Context: an optimization exercise on an open-source flow, tuned for small area and a short achievable clock period. The choices shown serve that exercise and are no tape-out recipe. Where RTL was checked, it was by simulation tests only, not by an equivalence proof against the original. For runs 3 and 4, only the layout was checked, not whether the RTL still works. No activity file was given, so power comes from the tool's default toggle rates.

==> design/flow/config.mk <==
export PLATFORM = sky130hd
export DESIGN_NAME = barrel_shifter
export DESIGN_NICKNAME = barrel_shifter
export VERILOG_FILES = /design/flow/design.v
export SDC_FILE = /design/flow/constraint.sdc
export NUM_CORES = 4
export LEC_CHECK = 0
export CAP_MARGIN = 20
export CORE_MARGIN = 2
export CORE_UTILIZATION = 65
export GPL_TIMING_DRIVEN = 0
export SLEW_MARGIN = 20
export SYNTH_HIERARCHICAL = 1
export SYNTH_MINIMUM_KEEP_SIZE = 0
==> design/flow/constraint.sdc <==
create_clock -name core_clock -period 3.5 [get_ports {i_clk}]
set_input_delay 0.7000 -clock core_clock [delete_from_list [all_inputs] [get_ports {i_clk}]]
set_output_delay 0.7000 -clock core_clock [all_outputs]
set_load 0.01 [all_outputs]
==> design/flow/design.v <==
module barrel_shifter (
    input  logic        i_clk,
    input  logic        i_signed,
    input  logic        i_shift_left,
    input  logic [4:0]  i_shift_amt,
    input  logic [31:0] i_data,
    output logic [31:0] o_data
);
    logic left, s4, fill, fill_n, cm_n;
    assign left = i_shift_left;
    assign s4   = i_shift_amt[4];
    assign fill = i_signed & i_data[31];
    logic sr0, sr1, sr0_n, sl0_n, sl1_n, cm, ch;
    bs_nor2  u_sr0   (.a(left), .b(s4), .y(sr0));
    bs_andn  u_sr1   (.a(s4), .b_n(left), .y(sr1));
    bs_or2   u_sr0_n (.a(left), .b(s4), .y(sr0_n));
    bs_nand2 u_sl0_n (.a(left), .b(s4), .y(sl0_n));
    bs_orn   u_sl1_n (.a(s4), .b_n(left), .y(sl1_n));
    bs_nand3b u_cm_n (.a_n(left), .b(i_signed), .c(i_data[31]), .y(cm_n));
    bs_nand2  u_cm   (.a(s4), .b(cm_n), .y(cm));
    bs_nand2  u_fl_n (.a(i_signed), .b(i_data[31]), .y(fill_n));
    bs_nand2b u_ch   (.a_n(left), .b(fill_n), .y(ch));
    logic [3:0] ax, ax_n, a, a_n;
    for (genvar t = 0; t < 4; t++) begin : g_sel
        bs_xor2  u_x  (.a(i_shift_amt[t]), .b(left), .y(ax[t]));
        bs_xnor2 u_xn (.a(i_shift_amt[t]), .b(left), .y(ax_n[t]));
        bs_inv   u_a  (.a(ax_n[t]), .y(a[t]));
        bs_inv   u_an (.a(ax[t]),   .y(a_n[t]));
    end
    logic [46:0] v16_n;
    logic [38:0] v8;
    logic [34:0] v4_n;
    logic [32:0] v2;
    logic [31:0] res_n;
    logic [31:0] q_n;
    for (genvar i = 0; i < 15; i++) begin : g_s16_lo
        bs_aoi22 u (.a(i_data[i]), .sa(sr0), .b(i_data[i+16]), .sb(sr1), .y(v16_n[i]));
    end
    assign v16_n[15] = ~((i_data[15] & ~left & ~s4) | (i_data[31] & ~left & s4) | (i_data[0] & left & ~s4));
    for (genvar i = 16; i < 31; i++) begin : g_s16_mid
        bs_oai221 u (.a(i_data[i]), .sa_n(sr0_n), .b(i_data[i-15]), .sb_n(sl1_n),
                     .c(cm), .y(v16_n[i]));
    end
    assign v16_n[31] = ~((i_data[31] & ~left & ~s4) | (fill & ~left & s4) | (i_data[0] & left & s4)
                         | (i_data[16] & left & ~s4));
    for (genvar i = 32; i < 47; i++) begin : g_s16_hi
        bs_oai221 u (.a(i_data[i-31]), .sa_n(sl0_n), .b(i_data[i-15]), .sb_n(sl1_n),
                     .c(ch), .y(v16_n[i]));
    end
    for (genvar i = 0; i < 39; i++) begin : g_s8
        bs_mux_n u (.a(v16_n[i]), .sa_n(a[3]), .b(v16_n[i+8]), .sb_n(a_n[3]), .y(v8[i]));
    end
    for (genvar i = 0; i < 35; i++) begin : g_s4
        bs_mux_n u (.a(v8[i]), .sa_n(a[2]), .b(v8[i+4]), .sb_n(a_n[2]), .y(v4_n[i]));
    end
    for (genvar i = 0; i < 33; i++) begin : g_s2
        bs_mux_n u (.a(v4_n[i]), .sa_n(a[1]), .b(v4_n[i+2]), .sb_n(a_n[1]), .y(v2[i]));
    end
    for (genvar i = 0; i < 32; i++) begin : g_s1
        bs_mux_n u (.a(v2[i]), .sa_n(a[0]), .b(v2[i+1]), .sb_n(a_n[0]), .y(res_n[i]));
    end
    always_ff @(posedge i_clk) q_n <= res_n;
    assign o_data = ~q_n;
endmodule
module bs_mux_n (input logic a, sa_n, b, sb_n, output logic y);
    assign y = ~((a | sa_n) & (b | sb_n));
endmodule
module bs_aoi22 (input logic a, sa, b, sb, output logic y);
    assign y = ~((a & sa) | (b & sb));
endmodule
module bs_oai221 (input logic a, sa_n, b, sb_n, c, output logic y);
    assign y = ~((a | sa_n) & (b | sb_n) & c);
endmodule
module bs_inv (input logic a, output logic y);
    assign y = ~a;
endmodule
module bs_nor2 (input logic a, b, output logic y);
    assign y = ~(a | b);
endmodule
module bs_or2 (input logic a, b, output logic y);
    assign y = a | b;
endmodule
module bs_nand2 (input logic a, b, output logic y);
    assign y = ~(a & b);
endmodule
module bs_andn (input logic a, b_n, output logic y);
    assign y = a & ~b_n;
endmodule
module bs_orn (input logic a, b_n, output logic y);
    assign y = a | ~b_n;
endmodule
module bs_xor2 (input logic a, b, output logic y);
    assign y = a ^ b;
endmodule
module bs_xnor2 (input logic a, b, output logic y);
    assign y = ~(a ^ b);
endmodule
module bs_nand3b (input logic a_n, b, c, output logic y);
    assign y = ~(~a_n & b & c);
endmodule
module bs_nand2b (input logic a_n, b, output logic y);
    assign y = ~(~a_n & b);
endmodule
==> design/flow/flow/run.sh <==
#!/bin/bash
set -e
here=$(pwd)
export BUFFER_PORTS_ARGS="-buffer_cell sky130_fd_sc_hd__buf_1"
export POST_FLOORPLAN_TCL="$here/flow/post_floorplan.tcl"
export PRE_RESIZE_TCL="$here/flow/pre_resize.tcl"
bash standard.sh > standard.log 2>&1
==> design/flow/flow/post_floorplan.tcl <==
# Size every gate by its load (the shifter stages drive two gates and end up
# at drive strength 1; the select lines drive 15 to 39 gates).
source [file join [file dirname [info script]] sizing.tcl]
size_insts [[ord::get_db_block] getInsts]
==> design/flow/flow/pre_resize.tcl <==
# Size the input port buffers (buf_1 from buffer_ports) by their loads.
source [file join [file dirname [info script]] sizing.tcl]
set bufs {}
foreach inst [[ord::get_db_block] getInsts] {
  if { [string match "input*" [$inst getName]] } { lappend bufs $inst }
}
size_insts $bufs
==> design/flow/flow/sizing.tcl <==
# Drive-strength sizing by load, used by post_floorplan.tcl and
# pre_resize.tcl. The load of a driver counts each input pin it drives by
# the drive strength of that pin's cell (a rough stand-in for its input
# capacitance), and each output port as 1.
proc load_of { inst } {
  foreach it [$inst getITerms] {
    if { [$it isOutputSignal] } {
      set net [$it getNet]
      if { $net == "NULL" } { return 0 }
      set n [llength [$net getBTerms]]
      foreach l [$net getITerms] {
        if { [$l isOutputSignal] } { continue }
        if { [regexp {_([0-9]+)$} [[[$l getInst] getMaster] getName] -> s] && $s > 1 } {
          incr n $s
        } else {
          incr n
        }
      }
      return $n
    }
  }
  return 0
}
# Smallest drive strength whose capacity covers the load.
proc size_inst { inst } {
  set caps {1 3 2 6 4 20 6 30 8 1000}
  set m [[$inst getMaster] getName]
  if { ![regexp {^sky130_fd_sc_hd__([a-z0-9]+)_([0-9]+)$} $m -> base size] } { return }
  if { [string match "df*" $base] || [string match "tap*" $base] || [string match "clk*" $base] } { return }
  set fo [load_of $inst]
  set best ""
  foreach {s cap} $caps {
    set cand [[ord::get_db] findMaster "sky130_fd_sc_hd__${base}_$s"]
    if { $cand == "NULL" } { continue }
    set best $cand
    if { $fo <= $cap } { break }
  }
  if { $best != "" && [$best getName] != $m } {
    puts "resize [$inst getName]: $m -> [$best getName] (load $fo)"
    $inst swapMaster $best
  }
}
# Size the given instances, those with the largest loads first so that
# their drivers see their final sizes (two passes).
proc size_insts { insts } {
  for {set pass 0} {$pass < 2} {incr pass} {
    foreach inst $insts { size_inst $inst }
  }
}
==> design/flow/standard.sh <==
#!/bin/bash
# synth_recipe.tcl (not shown) runs the flow's synth.tcl, then flattens the netlist and writes it again
# the make line also repeats each setting of config.mk as NAME=value (left out here)
make -C /OpenROAD-flow-scripts/flow DESIGN_CONFIG=/design/flow/config.mk WORK_HOME=/design/flow/orfs CLKGATE_MAP_FILE= SYNTH_SCRIPT=/design/flow/synth_recipe.tcl "${@:-finish}"
==> results.txt, run 1 <==
- Status: timing/DRC/antenna clean
- Root buffer cell: clkbuf_8
- DP Wirelength: 5.461 mm
- Min-delay src: i_shift_amt[0]
- Seq/Total Area, Yosys: 25.85%
- Seq cells post-synth: 32
- Most frequent cells in the layout: o22ai_1 (139), buf_1 (63), inv_1 (32), dfxtp_1 (32), o221ai_1 (30)
- Commonest non-fill, non-tap cell in the layout: o22ai_1
- Worst Path Max Fanout: 20
- Biggest regs: q_n: 32 flops
- Multiplexer share of the synthesized area: 0.8077%
- Cells after Synth: 280
- Slew HR: 74.75%
- Min Tclk post-route: 2.244 ns
- Routability cong.: 0.9858
- Synth-to-layout area growth: 18.27%
- Die Height: 65.75 um
- Initial antenna violation count: 0
- Worst Hold Class: in -> reg
- Post-synthesis adder-cell area fraction: 0%
- Post-CTS Setup Inserts: 0
- Final worst-path cycle share: 64.13%
- Core area: 3661 um^2
- Rows: 22
- CP Capture Type: flip-flop
- Synth Area in Simple Gates: 2.978%
- Starting Density: 67.70%
- Setup ws final: 1.256 ns
- CTS tree: built
- # diodes: 0
- Fill count: 288
- Die W: 65.75 um
- CP arrival: 2.40 ns
- Critical Path RT: 3.65 ns
- Crit path max-delay family: compound AO/OA/AOI/OAI gates
- Ports: 72
- Ys Warns: 7
- Crit path top cell by count: o22ai_1
- Pre-CTS setup slack: 1.051 ns
- Max stage delay on crit path: 0.29 ns
- Worst path cell trace: buf_8 -> nand3b_2 -> nand2_4 -> o221ai_1 -> o22ai_1 -> o22ai_1 -> o22ai_1 -> o22ai_1
- Final hold vios: 0
- Compound-Gate Fraction of Synth Area: 61.48%
- WP buf/inv: 1
- # nets final: 398
- Final wirelength: 7.672 mm
- Post-CTS Hold Buffers: 0
- # resized after CTS: 0
- RSZ-0062 raised after global routing: no
- Crit path from: i_shift_left
- Die ar.: 4323 um^2
- Max reg flops: 32
- Via Count: 3030
- Endpoints failing setup: 0
- Slew Viols, Final: 0
- Remaining global-route overflow: 0
- Slew of the pin with the lowest slew margin: 0.3780 ns
- DRC viols: 0
- Main combinational cell family by area after synthesis: compound AO/OA/AOI/OAI gates
- Layout cell share with drive strength beyond 1: 11.14%
- IO Port Bufs: 71
- F_max: 0.4456 GHz
- Slowest-stage cell, CP: o22ai_1
- Syn_nets: 320
- Routed Antenna Nets: 0
- Reg clk slew, reported paths: 0.06 ns
- Mean Syn Cell Area: 8.852 um^2
- Max Root-Sink Buffers: 2
- Max IR drop VDD: 0.0003693 V
- Number of global-route vias before repair: 2645
- Post-Synthesis Cell Area: 2479 um^2
- Pin count of the biggest net entering global routing: 40
- Fin util: 80.08%
- DRT Pass-1 Iters: 7
- 1st-iter DRT viols: 404
- CTS buffer count: 5
- # H-tree levels: 2
- Max Cap Violations: 0
- Via/cell ratio: 7.445
- CTS Sinks: 32
- Design Power: 0.001450 W
- CP Class: in -> reg
- Top reg by flops: q_n
- Yosys cell types: 17
- Type of origin of the critical path: input pin
- Pwr dens: 494.7 nW/um^2
- DR WL/cell: 18.85 um
- First-pass GRT wire length: 12.23 mm
- Total track usage: 36.08%
- Xor and xnor fraction of the mapped netlist area: 2.827%
- Leakage: 1.045 nW
## final cells by class
type / count / area (um^2) / area share [%]
clock buffers: 7 / 86.33 / 2.945
clock inverters: 1 / 7.507 / 0.2561
inverters: 40 / 210.2 / 7.170
multi-input cells: 208 / 1622 / 55.31
flip-flops and latches: 32 / 640.6 / 21.85
well taps: 48 / 60.06 / 2.049
repair buffers: 71 / 305.3 / 10.41
## per-layer routing
layer / global-route usage (%) / vias to the layer above / routed length [um]
met5: 0 / - / 0
met4: 13.80 / 0 / 374
met3: 7.877 / 52 / 786
met2: 63.51 / 244 / 3771
met1: 42.37 / 1354 / 2740
li1: - / 1380 / -
## path summary, 6_finish.rpt
kind | cells after the start | slack (ns) | end
hold / removal | 4 | 0.96 | q_n[22]
setup / recovery | 8 | 1.26 | q_n[11]
## per-module statistics from Yosys, one instance, submodules excluded, excerpt
module          flops+latches  times used  cell area (um^2)  cells inside
bs_aoi22                    0          15             12.51             1
bs_andn                     0           1             13.76             1
barrel_shifter             32           1             815.8            71
bs_nand3b                   0           1             7.507             1
bs_oai221                   0          30             15.01             1
bs_nand2b                   0           1             6.256             1
bs_mux_n                    0         139             6.256             1
bs_orn                      0           1             6.256             1
bs_or2                      0           1             6.256             1
bs_nand2                    0           3             3.754             1
bs_nor2                     0           1             3.754             1
bs_inv                      0           8             3.754             1
## cells in the mapped netlist
library cell / n / area [um^2]
nand3b_1: 2 / 15.01
o22ai_1: 139 / 869.6
xnor2_1: 4 / 35.03
nor3b_1: 1 / 7.510
o21a_1: 1 / 7.510
inv_1: 40 / 150.1
nand2_1: 3 / 11.26
nor2_1: 2 / 7.510
nor2b_4: 1 / 13.76
o221ai_2: 30 / 450.4
or2_1: 1 / 6.260
xor2_1: 4 / 35.03
a22oi_2: 15 / 187.7
mux2i_1: 2 / 20.02
dfxtp_1: 32 / 640.6
nand2b_1: 2 / 12.51
a211o_1: 1 / 8.760
## cells by family (layout without fill, tap and decap cells)
logic type | count (synthesis) | in the layout
flops | 32 | 32
mux | 2 | 2
simple gates | 12 | 12
buf+inv | 40 | 119
xor+xnor | 8 | 8
compound gates | 186 | 186
## worst min-delay path, stage by stage
cell	delay, ns
buf_4	0.14
xor2_4	0.09
inv_8	0.14
o22ai_1	0.10
## power breakdown
group / switching, W / leakage [nW] / internal [W] / total [W]
combinational: 0.000436 / 0.731 / 0.000248 / 0.000684
sequential: 0.0000244 / 0.270 / 0.000454 / 0.000479
clock: 0.000129 / 0.0445 / 0.000160 / 0.000288
## metrics by stage
stage                     cells  hold WS, ns  instance area [um^2]  setup TNS, ns
after CTS                   407       0.9601                  2932              0
after detailed placement    399        1.125                  2838              0
after global placement      399        1.122                  2799         -17.40
final                       407       0.9618                  2932              0
after floorplan             280        1.038                  2479              0
after global routing        407       0.9881                  2932              0
==> inputs of run 2 (changes only) <==
--- a/design/flow/config.mk
+++ b/design/flow/config.mk
@@ -8,7 +8,6 @@
 export CAP_MARGIN = 20
 export CORE_MARGIN = 2
 export CORE_UTILIZATION = 65
-export GPL_TIMING_DRIVEN = 0
 export SLEW_MARGIN = 20
 export SYNTH_HIERARCHICAL = 1
 export SYNTH_MINIMUM_KEEP_SIZE = 0
==> run 2 against run 1 <==
Still clean. Synthesized area unchanged. Count of clock-buffer cells in the layout down 2. Non-clock buffer count up 1. Cell area up 0.51%. Cell count up 0.25%. Worst setup slack worse by 0.26 ns. Wire length up 1.3%. Core utilization up 0.41 points. Sequential share of layout area down 0.11 points. Critical endpoint is now q_n[28].
==> results.txt, run 2 <==
- Rows: 22 (unchanged)
- Yosys cell types: 17 (unchanged)
- Seq/Total Area, Yosys: 25.85% (unchanged)
- CTS buffer count: 5 (unchanged)
- 1st-iter DRT viols: 419 (was 404)
- Layout cell share with drive strength beyond 1: 11.67% (was 11.14%)
- Xor and xnor fraction of the mapped netlist area: 2.827% (unchanged)
- Die ar.: 4323 um^2 (unchanged)
- Setup TNS: 0 ns (unchanged)
- Syn_nets: 320 (unchanged)
- Slew Viols, Final: 0 (unchanged)
- Slew HR: 60.90% (was 74.75%)
- Cell taking the most area after synthesis: o22ai_1 (unchanged)
- Async S/R FF share, synth: 0% (unchanged)
- Root buffer cell: clkbuf_8 (unchanged)
- Seq cells post-synth: 32 (unchanged)
- Max Root-Sink Buffers: 2 (unchanged)
- DR WL/cell: 19.04 um (was 18.85 um)
- F_max: 0.3992 GHz (was 0.4456 GHz)
- Top cells by area, synth: o22ai_1 (35%), dfxtp_1 (26%), o221ai_2 (18%) (unchanged)
- Routability cong.: 0.9672 (was 0.9858)
- Slowest-stage cell, CP: clkbuf_2 (was o22ai_1)
- Die W: 65.75 um (unchanged)
- Ys Warns: 7 (unchanged)
- Core area: 3661 um^2 (unchanged)
- Via Count: 3034 (was 3030)
- Remaining global-route overflow: 0 (unchanged)
- Synth-to-layout area growth: 18.88% (was 18.27%)
- Initial antenna violation count: 0 (unchanged)
- Reg clk slew, reported paths: 0.07 ns (was 0.06 ns)
- Final worst-path cycle share: 71.57% (was 64.13%)
- Routed Antenna Nets: 0 (unchanged)
- Ports: 72 (unchanged)
- Number of global-route vias before repair: 2680 (was 2645)
- Post-synth EDFFs: 0 (unchanged)
- Mean Syn Cell Area: 8.852 um^2 (unchanged)
- # H-tree levels: 2 (unchanged)
- Synth Area in Simple Gates: 2.978% (unchanged)
- Most frequent cells after synthesis: o22ai_1 (139), inv_1 (40), dfxtp_1 (32), o221ai_2 (30), a22oi_2 (15) (unchanged)
- Worst Path Max Fanout: 15 (was 20)
- Design Power: 0.001516 W (was 0.001450 W)
- Final wirelength: 7.770 mm (was 7.672 mm)
- Cells after Synth: 280 (unchanged)
- Min Tclk post-route: 2.505 ns (was 2.244 ns)
- Post-CTS Setup Inserts: 0 (unchanged)
- Crit path top cell by count: o22ai_1 (unchanged)
- CP arrival: 2.67 ns (was 2.40 ns)
- Most frequent cells in the layout: o22ai_1 (139), buf_1 (63), inv_1 (32), dfxtp_1 (32), o221ai_1 (30) (unchanged)
- Max stage delay on crit path: 0.46 ns (was 0.29 ns)
- # resized after CTS: 0 (unchanged)
- Worst path cell trace: clkbuf_2 -> nand2b_4 -> o221ai_1 -> o22ai_1 -> o22ai_1 -> o22ai_1 -> o22ai_1 (was buf_8 -> nand3b_2 -> nand2_4 -> o221ai_1 -> o22ai_1 -> o22ai_1 -> o22ai_1 -> o22ai_1)
- DRC viols: 0 (unchanged)
- Post-synthesis adder-cell area fraction: 0% (unchanged)
- Top-count cell post-synth: o22ai_1 (unchanged)
- Non-Filler Instances: 408 (was 407)
- Total track usage: 36.49% (was 36.08%)
- IO Port Bufs: 71 (unchanged)
- Top reg by flops: q_n (unchanged)
- CTS Sinks: 32 (unchanged)
- Top-area cell type share of the netlist area: 35.08% (unchanged)
- Via/cell ratio: 7.436 (was 7.445)
- Max Cap Violations: 0 (unchanged)
- Type of origin of the critical path: input pin (unchanged)
- DP Wirelength: 5.467 mm (was 5.461 mm)
- # diodes: 0 (unchanged)
- Placed Cells: 400 (was 399)
- Biggest regs: q_n: 32 flops (unchanged)
- Fill count: 256 (was 288)
- Pwr dens: 514.4 nW/um^2 (was 494.7 nW/um^2)
- Commonest non-fill, non-tap cell in the layout: o22ai_1 (unchanged)
- Die Height: 65.75 um (unchanged)
- Pin count of the biggest net entering global routing: 40 (unchanged)
- Post-Synthesis Cell Area: 2479 um^2 (unchanged)
- Main combinational cell family by area after synthesis: compound AO/OA/AOI/OAI gates (unchanged)
- Max reg flops: 32 (unchanged)
- CP Capture Type: flip-flop (unchanged)
- Final hold vios: 0 (unchanged)
- Max IR drop VDD: 0.0003778 V (was 0.0003693 V)
- Slew of the pin with the lowest slew margin: 0.5865 ns (was 0.3780 ns)
- First-pass GRT wire length: 12.26 mm (was 12.23 mm)
- Critical Path RT: 3.67 ns (was 3.65 ns)
- DRT Pass-1 Iters: 7 (unchanged)
- Leakage: 1.056 nW (was 1.045 nW)
- Post-CTS Hold Buffers: 0 (unchanged)
- Status: timing/DRC/antenna clean (unchanged)
- Main synth FF type: dfxtp_1 (unchanged)
- Multiplexer share of the synthesized area: 0.8077% (unchanged)
- Starting Density: 67.70% (unchanged)
- Worst Hold Class: in -> reg (unchanged)
- Crit path max-delay family: compound AO/OA/AOI/OAI gates (unchanged)
- CTS tree: built (unchanged)
- WP buf/inv: 1 (unchanged)
- # nets final: 399 (was 398)
- CP Class: in -> reg (unchanged)
- Compound-Gate Fraction of Synth Area: 61.48% (unchanged)
- RSZ-0062 raised after global routing: no (unchanged)
- Endpoints failing setup: 0 (unchanged)
[run 2: final cells by class]
class	count	area (um^2)	area share, %
Multi-Input combinational cell	208	1622	55.03
Sequential cell	32	640.6	21.74
Timing Repair Buffer	72	302.8	10.28
Inverter	40	210.2	7.134
Clock buffer	5	68.82	2.335
Tap cell	48	60.06	2.038
Clock inverter	3	42.54	1.444
[run 2: power by group]
part / internal, W / switching (W) / total [W]
Sequential: 0.000454 / 0.0000244 / 0.000478
Clock: 0.000210 / 0.000144 / 0.000354
Combinational: 0.000247 / 0.000436 / 0.000683
Total: 0.000912 / 0.000604 / 0.00152
[run 2: kinds of logic after synthesis]
group / after synthesis
xor gates and xnor gates: 8
DFF: 32
buffers and inverters: 40
AOI/OAI and AO/OA: 186
muxes: 2
and+or+nand+nor: 12
[run 2: layer usage]
layer  track usage, %  vias up  share of wire (%)
met5                0        -                  0
met4            20.31        0                5.1
met3            8.733       52                9.8
met2            61.11      241                 48
met1            42.41     1357                 37
li1                 -     1384                  -
[run 2: per-stage QoR]
step           cell area, um^2  hold WS [ns]  setup WS, ns  utilization, %
2_1_floorplan             2479         1.038        0.6370               -
3_3_place_gp              2808         1.123        0.7450           76.69
3_5_place_dp              2835         1.125        0.7478           77.44
4_1_cts                   2947        0.9564         1.061           80.49
5_1_grt                   2947        0.9699        0.9045           80.49
6_report                  2947        0.9469        0.9950           80.49
[run 2: path summary, 6_finish.rpt]
kind                  slack [ns]  cells after the start            from      end
worst max-delay path         1.0                      7    i_shift_left  q_n[28]
worst min-delay path        0.95                      4  i_shift_amt[0]  q_n[29]
[run 2: Yosys stat by module, one instance, submodules excluded]
module	cells	copies in the design	flops+latches	area, um^2
bs_xnor2	1	4	0	8.758
barrel_shifter	71	1	32	815.8
bs_nand3b	1	1	0	7.507
bs_inv	1	8	0	3.754
bs_nor2	1	1	0	3.754
bs_orn	1	1	0	6.256
bs_nand2	1	3	0	3.754
bs_or2	1	1	0	6.256
bs_nand2b	1	1	0	6.256
bs_xor2	1	4	0	8.758
bs_mux_n	1	139	0	6.256
bs_andn	1	1	0	13.76
bs_oai221	1	30	0	15.01
bs_aoi22	1	15	0	12.51
==> inputs of run 3 (changes only) <==
--- a/design/flow/design.v
+++ b/design/flow/design.v
@@ -10,22 +10,22 @@
     assign left = i_shift_left;
     assign s4   = i_shift_amt[4];
     assign fill = i_signed & i_data[31];
-    logic sr0, sr1, sr0_n, sl0_n, sl1_n, cm, ch;
+    logic sr0, sr1, sr0_n, sl0_n, cm, ch;
+    logic [1:0] sl1_n;    
     bs_nor2  u_sr0   (.a(left), .b(s4), .y(sr0));
     bs_andn  u_sr1   (.a(s4), .b_n(left), .y(sr1));
     bs_or2   u_sr0_n (.a(left), .b(s4), .y(sr0_n));
     bs_nand2 u_sl0_n (.a(left), .b(s4), .y(sl0_n));
-    bs_orn   u_sl1_n (.a(s4), .b_n(left), .y(sl1_n));
+    bs_orn   u_sl1_n0 (.a(s4), .b_n(left), .y(sl1_n[0]));
+    bs_orn   u_sl1_n1 (.a(s4), .b_n(left), .y(sl1_n[1]));
     bs_nand3b u_cm_n (.a_n(left), .b(i_signed), .c(i_data[31]), .y(cm_n));
     bs_nand2  u_cm   (.a(s4), .b(cm_n), .y(cm));
     bs_nand2  u_fl_n (.a(i_signed), .b(i_data[31]), .y(fill_n));
     bs_nand2b u_ch   (.a_n(left), .b(fill_n), .y(ch));
-    logic [3:0] ax, ax_n, a, a_n;
+    logic [3:0] a, a_n;
     for (genvar t = 0; t < 4; t++) begin : g_sel
-        bs_xor2  u_x  (.a(i_shift_amt[t]), .b(left), .y(ax[t]));
-        bs_xnor2 u_xn (.a(i_shift_amt[t]), .b(left), .y(ax_n[t]));
-        bs_inv   u_a  (.a(ax_n[t]), .y(a[t]));
-        bs_inv   u_an (.a(ax[t]),   .y(a_n[t]));
+        bs_xor2  u_a  (.a(i_shift_amt[t]), .b(left), .y(a[t]));
+        bs_xnor2 u_an (.a(i_shift_amt[t]), .b(left), .y(a_n[t]));
     end
     logic [46:0] v16_n;
     logic [38:0] v8;
@@ -38,13 +38,13 @@
     end
     assign v16_n[15] = ~((i_data[15] & ~left & ~s4) | (i_data[31] & ~left & s4) | (i_data[0] & left & ~s4));
     for (genvar i = 16; i < 31; i++) begin : g_s16_mid
-        bs_oai221 u (.a(i_data[i]), .sa_n(sr0_n), .b(i_data[i-15]), .sb_n(sl1_n),
+        bs_oai221 u (.a(i_data[i]), .sa_n(sr0_n), .b(i_data[i-15]), .sb_n(sl1_n[0]),
                      .c(cm), .y(v16_n[i]));
     end
     assign v16_n[31] = ~((i_data[31] & ~left & ~s4) | (fill & ~left & s4) | (i_data[0] & left & s4)
                          | (i_data[16] & left & ~s4));
     for (genvar i = 32; i < 47; i++) begin : g_s16_hi
-        bs_oai221 u (.a(i_data[i-31]), .sa_n(sl0_n), .b(i_data[i-15]), .sb_n(sl1_n),
+        bs_oai221 u (.a(i_data[i-31]), .sa_n(sl0_n), .b(i_data[i-15]), .sb_n(sl1_n[1]),
                      .c(ch), .y(v16_n[i]));
     end
     for (genvar i = 0; i < 39; i++) begin : g_s8
--- a/design/flow/flow/sizing.tcl
+++ b/design/flow/flow/sizing.tcl
@@ -1,7 +1,7 @@
 # Drive-strength sizing by load, used by post_floorplan.tcl and
 # pre_resize.tcl. The load of a driver counts each input pin it drives by
-# the drive strength of that pin's cell (a rough stand-in for its input
-# capacitance), and each output port as 1.
+# half the drive strength of that pin's cell, rounded up (a rough stand-in
+# for its input capacitance), and each output port as 1.
 proc load_of { inst } {
   foreach it [$inst getITerms] {
     if { [$it isOutputSignal] } {
@@ -11,7 +11,7 @@
       foreach l [$net getITerms] {
         if { [$l isOutputSignal] } { continue }
         if { [regexp {_([0-9]+)$} [[[$l getInst] getMaster] getName] -> s] && $s > 1 } {
-          incr n $s
+          incr n [expr { ($s + 1) / 2 }]
         } else {
           incr n
         }
--- a/design/flow/config.mk
+++ b/design/flow/config.mk
@@ -8,6 +8,7 @@
 export CAP_MARGIN = 20
 export CORE_MARGIN = 2
 export CORE_UTILIZATION = 65
+export GPL_TIMING_DRIVEN = 0
 export SLEW_MARGIN = 20
 export SYNTH_HIERARCHICAL = 1
 export SYNTH_MINIMUM_KEEP_SIZE = 0
==> run 3 against run 2 <==
Sequential share of layout area rose by 0.77 points. Die area fell by 0.90%. Critical path depth fell by 1. Count of clock-buffer cells in the layout rose by 1. First-iteration DRC count rose by 6.0%. Combinational power fell by 3.1%. Clock power barely moved. Synthesized area fell by 0.96%. Worst hold slack improved by 0.13 ns.
==> results.txt, run 3 <==
- Status: timing/DRC/antenna clean (unchanged)
- CTS buffer count: 5 (unchanged)
- Top cells by area, synth: o22ai_1 (35%), dfxtp_1 (26%), o221ai_2 (18%) (unchanged)
- Core area: 3633 um^2 (was 3661 um^2)
- Top-area cell type share of the netlist area: 35.42% (was 35.08%)
- Top-count cell post-synth: o22ai_1 (unchanged)
- Pin count of the biggest net entering global routing: 40 (unchanged)
- CTS Sinks: 32 (unchanged)
- DR WL/cell: 19.73 um (was 19.04 um)
- Worst path cell trace: buf_8 -> xor2_4 -> o22ai_1 -> o22ai_1 -> o22ai_1 -> o22ai_1 (was clkbuf_2 -> nand2b_4 -> o221ai_1 -> o22ai_1 -> o22ai_1 -> o22ai_1 -> o22ai_1)
- Reg clk slew, reported paths: 0.07 ns (about the same)
- Post-route cell area: 2845 um^2 (was 2947 um^2)
- DRC viols: 0 (unchanged)
- Seq/Total Area, Yosys: 26.10% (was 25.85%)
- Setup TNS: 0 ns (unchanged)
- F_max: 0.3778 GHz (was 0.3992 GHz)
- Yosys cell types: 17 (unchanged)
- Most frequent cells in the layout: o22ai_1 (139), buf_1 (64), inv_1 (32), dfxtp_1 (32), o221ai_1 (30) (was o22ai_1 (139), buf_1 (63), inv_1 (32), dfxtp_1 (32), o221ai_1 (30))
- Seq cells post-synth: 32 (unchanged)
- Via Count: 3044 (was 3034)
- Cells after Synth: 273 (was 280)
- Post-CTS Setup Inserts: 0 (unchanged)
- Syn_nets: 313 (was 320)
- Top reg by flops: q_n (unchanged)
- Endpoints failing setup: 0 (unchanged)
- Slowest-stage cell, CP: xor2_4 (was clkbuf_2)
- Non-Filler Instances: 400 (was 408)
- Min Tclk post-route: 2.647 ns (was 2.505 ns)
- Number of global-route vias before repair: 2643 (was 2680)
- Pwr dens: 526.1 nW/um^2 (was 514.4 nW/um^2)
- Worst Path Max Fanout: 39 (was 15)
- Design Power: 0.001497 W (was 0.001516 W)
- CTS tree: built (unchanged)
- Synth-to-layout area growth: 15.90% (was 18.88%)
- Post-synth EDFFs: 0 (unchanged)
- Routability cong.: 0.9686 (was 0.9672)
- Max stage delay on crit path: 0.78 ns (was 0.46 ns)
- CP Capture Type: flip-flop (unchanged)
- Placed Cells: 392 (was 400)
- Final hold vios: 0 (unchanged)
- Cell area after placement: 2738 um^2 (was 2835 um^2)
- Layout cell share with drive strength beyond 1: 8.523% (was 11.67%)
- Ys Warns: 7 (unchanged)
- Final worst-path cycle share: 75.63% (was 71.57%)
- Max Root-Sink Buffers: 2 (unchanged)
- Starting Density: 67.56% (was 67.70%)
- # diodes: 0 (unchanged)
- Biggest regs: q_n: 32 flops (unchanged)
- WP buf/inv: 1 (unchanged)
- Die ar.: 4284 um^2 (was 4323 um^2)
- IO Port Bufs: 71 (unchanged)
- Mean Syn Cell Area: 8.992 um^2 (was 8.852 um^2)
- Cell taking the most area after synthesis: o22ai_1 (unchanged)
- CP Class: in -> reg (unchanged)
- Leakage: 1.002 nW (was 1.056 nW)
- RSZ-0062 raised after global routing: no (unchanged)
- Crit path top cell by count: o22ai_1 (unchanged)
- Die Height: 65.46 um (was 65.75 um)
- Initial antenna violation count: 0 (unchanged)
- Crit path max-delay family: compound AO/OA/AOI/OAI gates (unchanged)
- # H-tree levels: 2 (unchanged)
- DRT Pass-1 Iters: 5 (was 7)
- Max Cap Violations: 0 (unchanged)
- Pre-CTS setup slack: 0.7063 ns (was 0.7478 ns)
- Worst Hold Class: in -> reg (unchanged)
- Commonest non-fill, non-tap cell in the layout: o22ai_1 (unchanged)
- Async S/R FF share, synth: 0% (unchanged)
- # nets final: 391 (was 399)
- Slew Viols, Final: 0 (unchanged)
- Fill count: 295 (was 256)
- Remaining global-route overflow: 0 (unchanged)
- Post-Synthesis Cell Area: 2455 um^2 (was 2479 um^2)
- # resized after CTS: 0 (unchanged)
- Routed Antenna Nets: 0 (unchanged)
- 1st-iter DRT viols: 444 (was 419)
- Rows: 22 (unchanged)
- Final wirelength: 7.892 mm (was 7.770 mm)
- Die W: 65.46 um (was 65.75 um)
- Max reg flops: 32 (unchanged)
- Most frequent cells after synthesis: o22ai_1 (139), dfxtp_1 (32), inv_1 (32), o221ai_2 (30), a22oi_2 (15) (was o22ai_1 (139), inv_1 (40), dfxtp_1 (32), o221ai_2 (30), a22oi_2 (15))
- Slew HR: 36.03% (was 60.90%)
- Root buffer cell: clkbuf_8 (unchanged)
- Type of origin of the critical path: input pin (unchanged)
- Critical Path RT: 3.70 ns (was 3.67 ns)
- Setup ws final: 0.8530 ns (was 0.9950 ns)
- Total track usage: 36.42% (was 36.49%)
- Post-CTS Hold Buffers: 0 (unchanged)
- CP arrival: 2.84 ns (was 2.67 ns)
- Slew of the pin with the lowest slew margin: 0.9596 ns (was 0.5865 ns)
- Main synth FF type: dfxtp_1 (unchanged)
- Max IR drop VDD: 0.0003093 V (was 0.0003778 V)
- Ports: 72 (unchanged)
- First-pass GRT wire length: 12.19 mm (was 12.26 mm)
- Via/cell ratio: 7.610 (was 7.436)
- DP Wirelength: 5.194 mm (was 5.467 mm)
run 3: changes by cell type after synthesis, sizes merged:
cell and delta:
nand2b +1, inv -8
run 3: power by group:
part | total (W) | switching [W] | internal [W]
clock network | 0.000355 | 0.000144 | 0.000211
logic | 0.000662 | 0.000425 | 0.000238
registers | 0.000479 | 0.0000248 | 0.000454
total | 0.00150 | 0.000594 | 0.000903
run 3: cells by family after synthesis:
family                    Yosys count  synth area share [%]
buffers and inverters              32                 4.893
xor gates and xnor gates            8                 2.854
DFF                                32                 26.10
and+or+nand+nor                    13                 3.262
muxes                               2                0.8155
AOI/OAI and AO/OA                 186                 62.08
run 3: per-stage QoR:
step | util [%] | hold slack, ns
3_5_place_dp | 75.34 | 1.123
5_1_grt | 78.31 | 1.086
6_report | 78.31 | 1.073
3_3_place_gp | 74.76 | 1.124
4_1_cts | 78.31 | 1.074
2_1_floorplan | - | 1.038
run 3: Yosys stat by module (local to each module, per instance):
module,copies in the design,flip-flops and latches
bs_nand3b,1,0
bs_mux_n,139,0
bs_nand2,3,0
bs_nand2b,1,0
bs_oai221,30,0
bs_xor2,4,0
bs_xnor2,4,0
barrel_shifter,1,32
bs_aoi22,15,0
bs_orn,2,0
bs_nor2,1,0
bs_andn,1,0
bs_or2,1,0
run 3: metal layers:
metal | vias up | share of wire, % | global-route usage, %
met5 | - | 0 | 0
met4 | 0 | 4.7 | 16.67
met3 | 48 | 11 | 7.192
met2 | 257 | 46 | 60.46
met1 | 1376 | 38 | 45.44
li1 | 1363 | - | -
run 3: path summary, 6_finish.rpt:
check                           from  endpoint  cells past startpoint
worst min-delay path  i_shift_amt[0]   q_n[29]                      3
worst max-delay path    i_shift_left   q_n[22]                      6
run 3: tightest hold or removal path, cell delays in order:
cell and delay [ns]:
buf_2 0.16, xor2_4 0.27, o22ai_1 0.19
run 3: cell type report:
type | instances | area [um^2] | share of cell area, %
clock buffer | 6 | 72.57 | 2.551
clock inverter | 2 | 35.03 | 1.231
inverter | 32 | 120.1 | 4.222
multi-input combinational | 209 | 1629 | 57.26
sequential | 32 | 640.6 | 22.52
tap | 48 | 60.06 | 2.111
timing repair buffer | 71 | 287.8 | 10.11
==> inputs of run 4 (changes only) <==
--- a/design/flow/config.mk
+++ b/design/flow/config.mk
@@ -7,7 +7,7 @@
 export LEC_CHECK = 0
 export CAP_MARGIN = 20
 export CORE_MARGIN = 2
-export CORE_UTILIZATION = 65
+export CORE_UTILIZATION = 75
 export GPL_TIMING_DRIVEN = 0
 export SLEW_MARGIN = 20
 export SYNTH_HIERARCHICAL = 1
==> run 4 against run 3 <==
The flow now stops in 3_3_place_gp. Synthesized cell count stayed put. Synthesized area is the same.
==> results.txt, run 4 <==
- Status: did not finish (was timing/DRC/antenna clean)
- Fail Step: 3_3_place_gp
- Stop err: [ERROR GPL-0301] Utilization 101.934 % exceeds 100%.
- Synth Area in Simple Gates: 3.262% (unchanged)
- IO Port Bufs: 71 (unchanged)
- Ports: 72 (unchanged)
- Top cells by area, synth: o22ai_1 (35%), dfxtp_1 (26%), o221ai_2 (18%) (unchanged)
- Cells after Synth: 273 (unchanged)
- Rows: 20 (was 22)
- Die W: 61.21 um (was 65.46 um)
- Post-Synthesis Cell Area: 2455 um^2 (unchanged)
- Seq cells post-synth: 32 (unchanged)
- Post-synthesis adder-cell area fraction: 0% (unchanged)
- Yosys cell types: 17 (unchanged)
- Most frequent cells after synthesis: o22ai_1 (139), dfxtp_1 (32), inv_1 (32), o221ai_2 (30), a22oi_2 (15) (unchanged)
- Cell taking the most area after synthesis: o22ai_1 (unchanged)
- Async S/R FF share, synth: 0% (unchanged)
- Top-area cell type share of the netlist area: 35.42% (unchanged)
- Die Height: 61.21 um (was 65.46 um)
- Post-synth EDFFs: 0 (unchanged)
- Ys Warns: 7 (unchanged)
- Xor and xnor fraction of the mapped netlist area: 2.854% (unchanged)
- Compound-Gate Fraction of Synth Area: 62.08% (unchanged)
- Main combinational cell family by area after synthesis: compound AO/OA/AOI/OAI gates (unchanged)
- Seq/Total Area, Yosys: 26.10% (unchanged)
- Top-count cell post-synth: o22ai_1 (unchanged)
- Mean Syn Cell Area: 8.992 um^2 (unchanged)
- Starting Density: 79.76% (was 67.56%)
- Syn_nets: 313 (unchanged)
- Multiplexer share of the synthesized area: 0.8155% (unchanged)
- Main synth FF type: dfxtp_1 (unchanged)
run 4: cell counts after synthesis:
No cell type changed its count.
run 4: cell families after synthesis:
logic type / count (synthesis)
buffers and inverters: 32
multiplexers: 2
AO/OA/AOI/OAI: 186
XOR/XNOR: 8
AND/OR/NAND/NOR: 13
flip-flops: 32
run 4: modules after synthesis, one instance, submodules excluded:
module / area, um^2 / flip-flops and latches / copies in the design
barrel_shifter: 815.8 / 32 / 1
bs_andn: 13.76 / 0 / 1
bs_aoi22: 12.51 / 0 / 15
bs_mux_n: 6.256 / 0 / 139
bs_nand2: 3.754 / 0 / 3
bs_nand2b: 6.256 / 0 / 1
bs_nand3b: 7.507 / 0 / 1
bs_nor2: 3.754 / 0 / 1
bs_oai221: 15.01 / 0 / 30
bs_or2: 6.256 / 0 / 1
bs_orn: 6.256 / 0 / 2
bs_xnor2: 8.758 / 0 / 4
bs_xor2: 8.758 / 0 / 4
==> inputs of run 5 (changes only) <==
--- a/design/flow/design.v
+++ b/design/flow/design.v
@@ -22,10 +22,12 @@
     bs_nand2  u_cm   (.a(s4), .b(cm_n), .y(cm));
     bs_nand2  u_fl_n (.a(i_signed), .b(i_data[31]), .y(fill_n));
     bs_nand2b u_ch   (.a_n(left), .b(fill_n), .y(ch));
-    logic [3:0] a, a_n;
+    logic [3:0] ax, ax_n, a, a_n;
     for (genvar t = 0; t < 4; t++) begin : g_sel
-        bs_xor2  u_a  (.a(i_shift_amt[t]), .b(left), .y(a[t]));
-        bs_xnor2 u_an (.a(i_shift_amt[t]), .b(left), .y(a_n[t]));
+        bs_xor2  u_x  (.a(i_shift_amt[t]), .b(left), .y(ax[t]));
+        bs_xnor2 u_xn (.a(i_shift_amt[t]), .b(left), .y(ax_n[t]));
+        bs_inv   u_a  (.a(ax_n[t]), .y(a[t]));
+        bs_inv   u_an (.a(ax[t]),   .y(a_n[t]));
     end
     logic [46:0] v16_n;
     logic [38:0] v8;
--- a/design/flow/flow/sizing.tcl
+++ b/design/flow/flow/sizing.tcl
@@ -27,6 +27,8 @@
   set m [[$inst getMaster] getName]
   if { ![regexp {^sky130_fd_sc_hd__([a-z0-9]+)_([0-9]+)$} $m -> base size] } { return }
   if { [string match "df*" $base] || [string match "tap*" $base] || [string match "clk*" $base] } { return }
+  # XOR gates only drive the select inverters; keep them small
+  if { [string match "x*or2" $base] } { return }
   set fo [load_of $inst]
   set best ""
   foreach {s cap} $caps {
--- a/design/flow/config.mk
+++ b/design/flow/config.mk
@@ -7,7 +7,8 @@
 export LEC_CHECK = 0
 export CAP_MARGIN = 20
 export CORE_MARGIN = 2
-export CORE_UTILIZATION = 75
+export CORE_UTILIZATION = 65
+export CTS_BUF_LIST = sky130_fd_sc_hd__clkbuf_4 sky130_fd_sc_hd__clkbuf_8
 export GPL_TIMING_DRIVEN = 0
 export SLEW_MARGIN = 20
 export SYNTH_HIERARCHICAL = 1
==> run 5 against run 4 <==
Now clean on timing, DRC and antenna. Synthesized area is 1.2% higher. Synthesized cell count is 2.9% higher.
==> results.txt, run 5 <==
- RSZ-0062 raised after global routing: no
- CTS Sinks: 32
- # diodes: 0
- Yosys cell types: 17 (unchanged)
- # nets final: 399
- Min-delay src: i_shift_amt[0]
- Worst Path Max Fanout: 39
- Max reg flops: 32
- Max stage delay on crit path: 0.43 ns
- Most frequent cells after synthesis: o22ai_1 (139), inv_1 (40), dfxtp_1 (32), o221ai_2 (30), a22oi_2 (15) (was o22ai_1 (139), dfxtp_1 (32), inv_1 (32), o221ai_2 (30), a22oi_2 (15))
- Placed Cells: 400
- Max Root-Sink Buffers: 2
- Initial antenna violation count: 0
- Biggest regs: q_n: 32 flops
- Ys Warns: 7 (unchanged)
- # H-tree levels: 2
- Core area: 3661 um^2
- Most frequent cells in the layout: o22ai_1 (139), buf_1 (68), inv_1 (32), dfxtp_1 (32), o221ai_1 (30)
- Critical Path RT: 3.67 ns
- Slew of the pin with the lowest slew margin: 0.4616 ns
- DRC viols: 0
- Slew Viols, Final: 0
- Worst Hold Class: in -> reg
- Type of origin of the critical path: input pin
- Layout cell share with drive strength beyond 1: 7.500%
- CTS tree: built
- Top-area cell type share of the netlist area: 34.99% (was 35.42%)
- Die W: 65.83 um (was 61.21 um)
- Crit path from: i_shift_left
- Top reg by flops: q_n
- Commonest non-fill, non-tap cell in the layout: o22ai_1
- Routability cong.: 0.9756
- Via Count: 2941
- Slowest-stage cell, CP: xnor2_1
- Post-synth EDFFs: 0 (unchanged)
- Die Height: 65.83 um (was 61.21 um)
- Pwr dens: 524.2 nW/um^2
- # resized after CTS: 0
- Max IR drop VDD: 0.0003395 V
- Post-CTS Setup Inserts: 0
- Post-CTS Hold Buffers: 0
- F_max: 0.4549 GHz
- Hold Path Depth: 4
- DP Wirelength: 5.432 mm
- Worst path cell trace: buf_6 -> xnor2_1 -> inv_8 -> o22ai_1 -> o22ai_1 -> o22ai_1 -> o22ai_1
- Rows: 22 (was 20)
- Post-Synthesis Cell Area: 2485 um^2 (was 2455 um^2)
- Via/cell ratio: 7.208
- Final wirelength: 7.868 mm
- 1st-iter DRT viols: 351
- Setup TNS: 0 ns
- Synth-to-layout area growth: 11.33%
- Pin count of the biggest net entering global routing: 40
- Leakage: 0.9902 nW
- Top-count cell post-synth: o22ai_1 (unchanged)
- Endpoints failing setup: 0
- Number of global-route vias before repair: 2566
- Status: timing/DRC/antenna clean (was did not finish)
- Min Tclk post-route: 2.198 ns
- Remaining global-route overflow: 0
- Total track usage: 36.63%
- Fin util: 75.56%
- Root buffer cell: clkbuf_8
- Async S/R FF share, synth: 0% (unchanged)
- Mean Syn Cell Area: 8.843 um^2 (was 8.992 um^2)
- Cells after Synth: 281 (was 273)
- Top cells by area, synth: o22ai_1 (35%), dfxtp_1 (26%), o221ai_2 (18%) (unchanged)
- Ports: 72 (unchanged)
- Slew HR: 69.00%
- WHS: 1.027 ns
- Final hold vios: 0
- Die ar.: 4334 um^2
- IO Port Bufs: 71 (unchanged)
- Seq cells post-synth: 32 (unchanged)
- Routed Antenna Nets: 0
- Non-Filler Instances: 408
- Main synth FF type: dfxtp_1 (unchanged)
- Seq/Total Area, Yosys: 25.78% (was 26.10%)
- Final worst-path cycle share: 62.81%
- CP arrival: 2.37 ns
- Cell taking the most area after synthesis: o22ai_1 (unchanged)
- Reg clk slew, reported paths: 0.08 ns
- CP Capture Type: flip-flop
- DRT Pass-1 Iters: 6
- CTS buffer count: 5
- Max Cap Violations: 0
- CP Class: in -> reg
- Starting Density: 67.87% (was 79.76%)
- Crit path top cell by count: o22ai_1
- First-pass GRT wire length: 12.14 mm
- Syn_nets: 321 (was 313)
- DR WL/cell: 19.28 um
==> run 5: changes by cell type after synthesis, sizes merged <==
cell and delta:
inv +8
==> run 5: per-layer routing <==
metal	wire, um	global-route usage, %
met2	3789	61.24
met4	225	15.89
met5	0	0
met3	767	8.518
met1	3086	44.70
==> run 5: critical path, delay by kind of cell <==
kind | cells | cell delay [ns]
AO/OA/AOI/OAI | 4 | 0.89
buffers and inverters | 2 | 0.34
XOR/XNOR | 1 | 0.43
==> run 5: cell type report <==
cell class	count	area, um^2
timing repair buffer	71	279.0
fill	323	894.6
clock buffer	7	90.09
multi-input combinational	209	1479
sequential	32	640.6
tap	48	60.06
clock inverter	1	7.507
inverter	40	210.2
==> run 5: kinds of logic (layout without fill, tap and decap cells) <==
kind of cell	count (synthesis)	count (layout)	share of synthesized area [%]
and+or+nand+nor	13	13	3.223
buffers and inverters	40	119	6.042
muxes	2	2	0.8057
AOI/OAI and AO/OA	186	186	61.33
xor gates and xnor gates	8	8	2.819
DFF	32	32	25.78
==> run 5: stage by stage <==
| stage | power [W] | instance area (um^2) | setup slack, ns |
|---|---|---|---|
| after global placement | 0.001101 | 2656 | 0.3773 |
| final | 0.001450 | 2766 | 1.302 |
| after floorplan | 0.0009346 | 2485 | 0.9663 |
| after detailed placement | 0.001125 | 2669 | 1.065 |
| after CTS | 0.001438 | 2766 | 1.373 |
| after global routing | 0.001529 | 2766 | 1.264 |
==> run 5: worst paths after layout <==
path	endpoint	slack (ns)
worst min-delay path	q_n[1]	1.03
worst max-delay path	q_n[2]	1.30
==> run 5: power by group <==
part	internal, W	leakage (nW)	switching [W]
Clock	0.000167	0.0479	0.000147
Sequential	0.000454	0.270	0.0000246
Combinational	0.000232	0.672	0.000424
==> run 5: per-module statistics from Yosys, one instance, submodules excluded, excerpt <==
module / flops+latches / copies in the design / cells inside
bs_nor2: 0 / 1 / 1
bs_orn: 0 / 2 / 1
bs_inv: 0 / 8 / 1
bs_xor2: 0 / 4 / 1
bs_xnor2: 0 / 4 / 1
barrel_shifter: 32 / 1 / 71
bs_or2: 0 / 1 / 1
bs_nand3b: 0 / 1 / 1
bs_mux_n: 0 / 139 / 1
bs_nand2b: 0 / 1 / 1
==> inputs of run 6 (changes only) <==
--- a/design/flow/flow/sizing.tcl
+++ b/design/flow/flow/sizing.tcl
@@ -27,8 +27,6 @@
   set m [[$inst getMaster] getName]
   if { ![regexp {^sky130_fd_sc_hd__([a-z0-9]+)_([0-9]+)$} $m -> base size] } { return }
   if { [string match "df*" $base] || [string match "tap*" $base] || [string match "clk*" $base] } { return }
-  # XOR gates only drive the select inverters; keep them small
-  if { [string match "x*or2" $base] } { return }
   set fo [load_of $inst]
   set best ""
   foreach {s cap} $caps {
--- a/design/flow/config.mk
+++ b/design/flow/config.mk
@@ -8,8 +8,8 @@
 export CAP_MARGIN = 20
 export CORE_MARGIN = 2
 export CORE_UTILIZATION = 65
-export CTS_BUF_LIST = sky130_fd_sc_hd__clkbuf_4 sky130_fd_sc_hd__clkbuf_8
 export GPL_TIMING_DRIVEN = 0
+export PLACE_DENSITY = 0.85
 export SLEW_MARGIN = 20
 export SYNTH_HIERARCHICAL = 1
 export SYNTH_MINIMUM_KEEP_SIZE = 0
==> run 6 against run 5 <==
Largest cell class unchanged. Flip-flop and latch count unchanged. Cell count did not move. Fmax up 1.4%. Sequential power about the same. Cell area up 1.8%. Worst setup slack improved by 0.030 ns. Total power down 1.8%. Via count rose by 1.3%. Non-clock buffer count stayed put. Synthesized area did not move. Clock power is 9.5% lower. Die area did not move.
==> results.txt, run 6 <==
- Type of origin of the critical path: input pin (unchanged)
- Root buffer cell: clkbuf_8 (unchanged)
- Slew of the pin with the lowest slew margin: 0.3858 ns (was 0.4616 ns)
- CP Capture Point: q_n[15] (was q_n[2])
- Die Height: 65.83 um (unchanged)
- Remaining global-route overflow: 0 (unchanged)
- Post-synth EDFFs: 0 (unchanged)
- Top-count cell post-synth: o22ai_1 (unchanged)
- DRT Pass-1 Iters: 6 (unchanged)
- First-pass GRT wire length: 12.09 mm (was 12.14 mm)
- Die W: 65.83 um (unchanged)
- 1st-iter DRT viols: 388 (was 351)
- Seq cells post-synth: 32 (unchanged)
- Main combinational cell family by area after synthesis: compound AO/OA/AOI/OAI gates (unchanged)
- # nets final: 399 (unchanged)
- Yosys cell types: 17 (unchanged)
- Top reg by flops: q_n (unchanged)
- Cells after Synth: 281 (unchanged)
- CTS Sinks: 32 (unchanged)
- Post-CTS Setup Inserts: 0 (unchanged)
- Compound-Gate Fraction of Synth Area: 61.33% (unchanged)
- Post-synthesis adder-cell area fraction: 0% (unchanged)
- Crit path depth: 8 (was 7)
- CP arrival: 2.33 ns (was 2.37 ns)
- Cell area after placement: 2729 um^2 (was 2669 um^2)
- Commonest non-fill, non-tap cell in the layout: o22ai_1 (unchanged)
- IO Port Bufs: 71 (unchanged)
- Max reg flops: 32 (unchanged)
- Post-Synthesis Cell Area: 2485 um^2 (unchanged)
- Max Root-Sink Buffers: 2 (unchanged)
- Endpoints failing setup: 0 (unchanged)
- Total track usage: 35.95% (was 36.63%)
- Final hold vios: 0 (unchanged)
- Design Power: 0.001424 W (was 0.001450 W)
- Starting Density: 67.87% (unchanged)
- Ys Warns: 7 (unchanged)
- Status: timing/DRC/antenna clean (unchanged)
- CP Capture Type: flip-flop (unchanged)
- Via/cell ratio: 7.304 (was 7.208)
- Setup TNS: 0 ns (unchanged)
- Critical Path RT: 3.66 ns (was 3.67 ns)
- Number of global-route vias before repair: 2594 (was 2566)
- Worst Hold Class: in -> reg (unchanged)
- # diodes: 0 (unchanged)
- Max IR drop VDD: 0.0003654 V (was 0.0003395 V)
- # resized after CTS: 0 (unchanged)
- Post-route cell area: 2816 um^2 (was 2766 um^2)
- CP Class: in -> reg (unchanged)
- Seq/Total Area, Yosys: 25.78% (unchanged)
- DR WL/cell: 18.84 um (was 19.28 um)
- Pwr dens: 505.6 nW/um^2 (was 524.2 nW/um^2)
- WP buf/inv: 1 (was 2)
- # H-tree levels: 2 (unchanged)
- Reg clk slew, reported paths: 0.08 ns (about the same)
- F_max: 0.4611 GHz (was 0.4549 GHz)
- Slew HR: 74.22% (was 69.00%)
- Pin count of the biggest net entering global routing: 40 (unchanged)
- Multiplexer share of the synthesized area: 0.8056% (unchanged)
- WHS: 1.056 ns (was 1.027 ns)
- Ports: 72 (unchanged)
- Synth-to-layout area growth: 13.34% (was 11.33%)
- Max stage delay on crit path: 0.32 ns (was 0.43 ns)
- Layout cell share with drive strength beyond 1: 9.722% (was 7.500%)
- Xor and xnor fraction of the mapped netlist area: 2.820% (unchanged)
- Leakage: 1.018 nW (was 0.9902 nW)
- RSZ-0062 raised after global routing: no (unchanged)
- Syn_nets: 321 (unchanged)
- Biggest regs: q_n: 32 flops (unchanged)
- Main synth FF type: dfxtp_1 (unchanged)
- Most frequent cells after synthesis: o22ai_1 (139), inv_1 (40), dfxtp_1 (32), o221ai_2 (30), a22oi_2 (15) (unchanged)
- Rows: 22 (unchanged)
- Die ar.: 4334 um^2 (unchanged)
- Routed Antenna Nets: 0 (unchanged)
- Most frequent cells in the layout: o22ai_1 (139), buf_1 (68), inv_1 (32), dfxtp_1 (32), o221ai_1 (30) (unchanged)
- CTS buffer count: 5 (unchanged)
- Worst Path Max Fanout: 21 (was 39)
- Async S/R FF share, synth: 0% (unchanged)
- Initial antenna violation count: 0 (unchanged)
- Core area: 3661 um^2 (unchanged)
- Slew Viols, Final: 0 (unchanged)
- Crit path top cell by count: o22ai_1 (unchanged)
- Min Tclk post-route: 2.169 ns (was 2.198 ns)
- Mean Syn Cell Area: 8.843 um^2 (unchanged)
- Post-CTS Hold Buffers: 0 (unchanged)
- Cell taking the most area after synthesis: o22ai_1 (unchanged)
- Final wirelength: 7.687 mm (was 7.868 mm)
- Top cells by area, synth: o22ai_1 (35%), dfxtp_1 (26%), o221ai_2 (18%) (unchanged)
- Final worst-path cycle share: 61.97% (was 62.81%)
- CTS tree: built (unchanged)
- Crit path from: i_shift_left (unchanged)
- Slowest-stage cell, CP: o22ai_1 (was xnor2_1)
- Max Cap Violations: 0 (unchanged)
- DRC viols: 0 (unchanged)
- Crit path max-delay family: compound AO/OA/AOI/OAI gates (unchanged)
- Synth Area in Simple Gates: 3.223% (unchanged)
- DP Wirelength: 5.341 mm (was 5.432 mm)
- Top-area cell type share of the netlist area: 34.99% (unchanged)
- Via Count: 2980 (was 2941)
- Routability cong.: 0.9963 (was 0.9756)
- Worst path cell trace: buf_6 -> nand3b_1 -> nand2_4 -> o221ai_1 -> o22ai_1 -> o22ai_1 -> o22ai_1 -> o22ai_1 (was buf_6 -> xnor2_1 -> inv_8 -> o22ai_1 -> o22ai_1 -> o22ai_1 -> o22ai_1)
[run 6: changes by cell type in the layout (fill, tap and decap cells not counted)]
| cell | delta |
|---|---|
| clkbuf_8 | -1 |
| xnor2_2 | +4 |
| clkinv_4 | +1 |
| xor2_2 | +4 |
| xnor2_1 | -4 |
| clkinv_2 | +2 |
| clkbuf_4 | -1 |
| clkinvlp_4 | -1 |
| xor2_1 | -4 |
[run 6: how the worst min path moves through the flow]
stage,startpoint,endpoint,depth (start not counted)
5_1_grt,i_shift_amt[0],q_n[2],4
3_3_place_gp,q_n[15],o_data[15],2
4_1_cts,i_shift_amt[0],q_n[0],4
3_5_place_dp,q_n[29],o_data[29],2
6_report,i_shift_amt[0],q_n[0],4
2_1_floorplan,q_n[0],o_data[0],1
[run 6: tightest hold or removal path, delay by kind of cell]
family | cells | cell delay (ns)
buffers and inverters | 2 | 0.29
AO/OA/AOI/OAI | 1 | 0.10
XOR/XNOR | 1 | 0.20
[run 6: power by group]
part | internal [W] | switching [W]
logic | 0.000236 | 0.000425
registers | 0.000454 | 0.0000234
clock network | 0.000138 | 0.000147
[run 6: layer usage]
layer  vias to the layer above  wire length, um  global-route usage (%)
met3                        39              858                   6.814
met1                      1309             2855                   44.27
li1                       1384                -                       -
met5                         -                0                       0
met4                         0              304                   14.58
met2                       248             3668                   61.36
[run 6: Yosys stat by module, one instance, submodules excluded, a selection]
module | cells inside | flip-flops and latches | cell area, um^2 | copies in the design
bs_orn | 1 | 0 | 6.256 | 2
bs_oai221 | 1 | 0 | 15.01 | 30
bs_nand3b | 1 | 0 | 7.507 | 1
bs_xor2 | 1 | 0 | 8.758 | 4
bs_nor2 | 1 | 0 | 3.754 | 1
bs_mux_n | 1 | 0 | 6.256 | 139
bs_inv | 1 | 0 | 3.754 | 8
bs_nand2 | 1 | 0 | 3.754 | 3
bs_xnor2 | 1 | 0 | 8.758 | 4
bs_nand2b | 1 | 0 | 6.256 | 1
[run 6: through the flow]
step | instances | util (%) | worst slack (ns)
6_report | 408 | 76.93 | 1.331
5_1_grt | 408 | 76.93 | 1.260
4_1_cts | 408 | 76.93 | 1.420
3_5_place_dp | 400 | 74.54 | 1.132
3_3_place_gp | 400 | 74.20 | 0.01576
2_1_floorplan | 281 | - | 0.9663
[run 6: cell families after synthesis]
family / count (synthesis)
AOI/OAI and AO/OA: 186
buffers and inverters: 40
DFF: 32
and+or+nand+nor: 13
xor gates and xnor gates: 8
muxes: 2
[run 6: area by class of cell]
class	instances	area [um^2]
sequential	32	640.6
clock inverter	3	18.77
clock buffer	5	68.82
tap	48	60.06
fill	310	844.6
inverter	40	210.2
timing repair buffer	71	279.0
multi-input combinational	209	1539
==> inputs of run 7 (changes only) <==
--- a/design/flow/config.mk
+++ b/design/flow/config.mk
@@ -7,9 +7,9 @@
 export LEC_CHECK = 0
 export CAP_MARGIN = 20
 export CORE_MARGIN = 2
-export CORE_UTILIZATION = 65
+export CORE_UTILIZATION = 50
 export GPL_TIMING_DRIVEN = 0
-export PLACE_DENSITY = 0.85
+export PLACE_DENSITY = 0.8
 export SLEW_MARGIN = 20
 export SYNTH_HIERARCHICAL = 1
 export SYNTH_MINIMUM_KEEP_SIZE = 0
==> run 7 against run 6 <==
Still clean. Total power is 3.5% higher. Synthesized cell count stayed put. Worst hold slack better by 0.0061 ns. Sequential share of layout area is 0.35 points lower. Non-clock buffer count stayed put. Flip-flop and latch count stayed put. Worst setup slack better by 0.019 ns. Critical path depth is 1 lower.
==> results.txt, run 7 <==
- Slew of the pin with the lowest slew margin: 0.3991 ns (was 0.3858 ns)
- Post-CTS Hold Buffers: 0 (unchanged)
- Critical Path RT: 3.66 ns (about the same)
- Die Height: 74.50 um (was 65.83 um)
- Clock share of power: 23.2% (was 20.0%)
- Via/cell ratio: 6.813 (was 7.304)
- Mean Syn Cell Area: 8.843 um^2 (unchanged)
- # diodes: 0 (unchanged)
- Main synth FF type: dfxtp_1 (unchanged)
- Worst Hold Class: in -> reg (unchanged)
- # nets final: 399 (unchanged)
- Reg clk slew, reported paths: 0.07 ns (was 0.08 ns)
- Max Root-Sink Buffers: 2 (unchanged)
- Max Cap Violations: 0 (unchanged)
- Seq cells post-synth: 32 (unchanged)
- Ys Warns: 7 (unchanged)
- Most frequent cells after synthesis: o22ai_1 (139), inv_1 (40), dfxtp_1 (32), o221ai_2 (30), a22oi_2 (15) (unchanged)
- Biggest regs: q_n: 32 flops (unchanged)
- Fill count: 493 (was 310)
- Root buffer cell: clkbuf_8 (unchanged)
- Via Count: 2909 (was 2980)
- Routed Antenna Nets: 0 (unchanged)
- Slew Viols, Final: 0 (unchanged)
- CTS buffer count: 5 (unchanged)
- Cells after Synth: 281 (unchanged)
- Layout cell share with drive strength beyond 1: 9.444% (was 9.722%)
- Rows: 25 (was 22)
- Post-synth EDFFs: 0 (unchanged)
- Pint: 0.0009015 W (was 0.0008288 W)
- 1st-iter DRT viols: 367 (was 388)
- Endpoints failing setup: 0 (unchanged)
- Max IR drop VDD: 0.0002616 V (was 0.0003654 V)
- Ports: 72 (unchanged)
- Max reg flops: 32 (unchanged)
- Yosys cell types: 17 (unchanged)
- Type of origin of the critical path: input pin (unchanged)
- Die W: 74.50 um (was 65.83 um)
- Sequential power share: 32.3% (was 33.5%)
- # H-tree levels: 2 (unchanged)
- F_max: 0.4651 GHz (was 0.4611 GHz)
- Synth-to-layout area growth: 15.11% (was 13.34%)
- CTS Sinks: 32 (unchanged)
- Min Tclk post-route: 2.150 ns (was 2.169 ns)
- DRT Pass-1 Iters: 6 (unchanged)
- Hold Path End: q_n[6] (was q_n[0])
- Final hold vios: 0 (unchanged)
- Setup TNS: 0 ns (unchanged)
- Pin count of the biggest net entering global routing: 40 (unchanged)
- RSZ-0062 raised after global routing: no (unchanged)
- Cell taking the most area after synthesis: o22ai_1 (unchanged)
- Status: timing/DRC/antenna clean (unchanged)
- Post-Synthesis Cell Area: 2485 um^2 (unchanged)
- Initial antenna violation count: 0 (unchanged)
- Hold Path Depth: 4 (unchanged)
- Net Sw Frac: 38.86% (was 41.81%)
- Psw: 0.0005730 W (was 0.0005954 W)
- Slew HR: 73.40% (was 74.22%)
- Design Power: 0.001475 W (was 0.001424 W)
- Comb power frac: 44.5% (was 46.5%)
- Die ar.: 5550 um^2 (was 4334 um^2)
- DRC viols: 0 (unchanged)
- Total track usage: 28.89% (was 35.95%)
- Top reg by flops: q_n (unchanged)
- Top-count cell post-synth: o22ai_1 (unchanged)
- Commonest non-fill, non-tap cell in the layout: o22ai_1 (unchanged)
- Syn_nets: 321 (unchanged)
- Core area: 4755 um^2 (was 3661 um^2)
- Seq/Total Area, Yosys: 25.78% (unchanged)
- IO Port Bufs: 71 (unchanged)
- Top-area cell type share of the netlist area: 34.99% (unchanged)
- Min-delay src: i_shift_amt[0] (unchanged)
- Routability cong.: 0.9139 (was 0.9963)
- Async S/R FF share, synth: 0% (unchanged)
- Final worst-path cycle share: 61.44% (was 61.97%)
- Remaining global-route overflow: 0 (unchanged)
- CP Capture Type: flip-flop (unchanged)
- Post-CTS Setup Inserts: 0 (unchanged)
- DP Wirelength: 5.588 mm (was 5.341 mm)
- # resized after CTS: 0 (unchanged)
- DR WL/cell: 18.30 um (was 18.84 um)
- Leakage: 1.025 nW (was 1.018 nW)
- CTS tree: built (unchanged)
- CP arrival: 2.31 ns (was 2.33 ns)
- Starting Density: 52.26% (was 67.87%)
- Most frequent cells in the layout: o22ai_1 (139), buf_1 (68), inv_1 (32), dfxtp_1 (32), o221ai_1 (30) (unchanged)
- Number of global-route vias before repair: 2567 (was 2594)
- First-pass GRT wire length: 12.65 mm (was 12.09 mm)
- Top cells by area, synth: o22ai_1 (35%), dfxtp_1 (26%), o221ai_2 (18%) (unchanged)
- Pwr dens: 515.5 nW/um^2 (was 505.6 nW/um^2)
- Worst Path Max Fanout: 39 (was 21)
- CP Class: in -> reg (unchanged)
- Final wirelength: 7.813 mm (was 7.687 mm)
-- run 7: area by class of cell --
class                   count  area [um^2]  area share (%)
clock buffers               6        72.57           2.537
well taps                  67        83.83           2.931
clock inverters             2        35.03           1.225
repair buffers             71        279.0           9.755
flip-flops and latches     32        640.6           22.40
inverters                  40        210.2           7.349
multi-input cells         209         1539           53.81
-- run 7: worst max path at each step --
stage,start,endpoint,slack (ns),cells after the start
after global placement,i_shift_left,q_n[29],-0.0005,7
after floorplan,i_shift_amt[4],q_n[10],0.97,6
final,i_shift_left,q_n[4],1.35,7
after CTS,i_shift_left,q_n[29],1.41,7
after global routing,i_shift_left,q_n[14],1.23,8
after detailed placement,i_shift_left,q_n[29],1.11,7
-- run 7: cells by family (layout without fill, tap and decap cells) --
| kind of cell | after synthesis | count (layout) | synth area share [%] |
|---|---|---|---|
| AOI/OAI and AO/OA | 186 | 186 | 61.33 |
| buffers and inverters | 40 | 119 | 6.042 |
| DFF | 32 | 32 | 25.78 |
| and+or+nand+nor | 13 | 13 | 3.223 |
| xor gates and xnor gates | 8 | 8 | 2.819 |
| muxes | 2 | 2 | 0.8057 |
-- run 7: metrics by stage --
step	setup WS [ns]	std cells	cell area [um^2]	util, %	hold slack, ns
2_1_floorplan	0.9663	281	2485	-	1.038
3_3_place_gp	-0.0005242	419	2740	57.63	1.124
3_5_place_dp	1.107	419	2753	57.89	1.122
4_1_cts	1.412	427	2860	60.16	1.057
5_1_grt	1.226	427	2860	60.16	1.094
6_report	1.350	427	2860	60.16	1.062
-- run 7: power by group through the flow --
stage	Sequential [W]	Combinational (W)	Clock, W
detailed placement	0.000485	0.000644	0
CTS	0.000477	0.000647	0.000350
finish	0.000476	0.000656	0.000342
global placement	0.000481	0.000637	0
floorplan	0.000478	0.000457	0
global route	0.000484	0.000723	0.000371
-- run 7: metal layers --
metal | share of wire, % | wire, um | track usage [%]
met5 | 0 | 0 | 0
met4 | 3.6 | 280 | 11.31
met3 | 8.9 | 695 | 5.420
met2 | 47 | 3703 | 47.69
met1 | 40 | 3134 | 37.25
-- run 7: Yosys stat by module, one instance, submodules excluded --
module | flops+latches | area (um^2) | cells inside | copies in the design
bs_xor2 | 0 | 8.758 | 1 | 4
bs_mux_n | 0 | 6.256 | 1 | 139
bs_orn | 0 | 6.256 | 1 | 2
barrel_shifter | 32 | 815.8 | 71 | 1
bs_andn | 0 | 13.76 | 1 | 1
bs_aoi22 | 0 | 12.51 | 1 | 15
bs_inv | 0 | 3.754 | 1 | 8
bs_nor2 | 0 | 3.754 | 1 | 1
bs_xnor2 | 0 | 8.758 | 1 | 4
bs_nand2b | 0 | 6.256 | 1 | 1
bs_oai221 | 0 | 15.01 | 1 | 30
bs_or2 | 0 | 6.256 | 1 | 1
bs_nand3b | 0 | 7.507 | 1 | 1
bs_nand2 | 0 | 3.754 | 1 | 3
-- run 7: critical path, stage by stage --
cell and delay [ns]:
buf_6 0.27, xor2_2 0.29, inv_8 0.14, o22ai_1 0.36
o22ai_1 0.18, o22ai_1 0.22, o22ai_1 0.11

-- what the ideal ports hide --
How much do the figures lean on ideal ports? The routed layouts below were timed once more, with nothing changed but the port constraints. Step 1, drivers: a clkbuf_16 drives i_clk and a buf_2 each remaining input, both assumed. Step 2 moves the port delays by t, midway between the first and last clock arrival at a register: inputs arrive t later, outputs are due t later. That takes back most of the time a late clock gives input paths. Three values: no drivers, after step 1, after step 2; two values: the first two.
run | t, ns | slack for setup (ns) | worst setup path after step 2 | latest minus earliest clock arrival (ns)
run 1 | 0.302 | 1.256 / 1.234 / 0.931 | input to register | 0.007 / 0.007
run 2 | 0.315 | 0.995 / 1.004 / 0.689 | input to register | 0.007 / 0.007
run 3 | 0.311 | 0.853 / 0.831 / 0.520 | input to register | 0.012 / 0.012
run 5 | 0.322 | 1.302 / 1.300 / 0.978 | input to register | 0.011 / 0.010
run 6 | 0.312 | 1.331 / 1.329 / 1.017 | input to register | 0.010 / 0.009
run 7 | 0.305 | 1.350 / 1.330 / 1.025 | input to register | 0.006 / 0.006
After both steps every run listed still meets setup and hold. The setup slack of run 3, which loses most, moves by -0.022 ns with the drivers and by -0.333 ns with both steps.
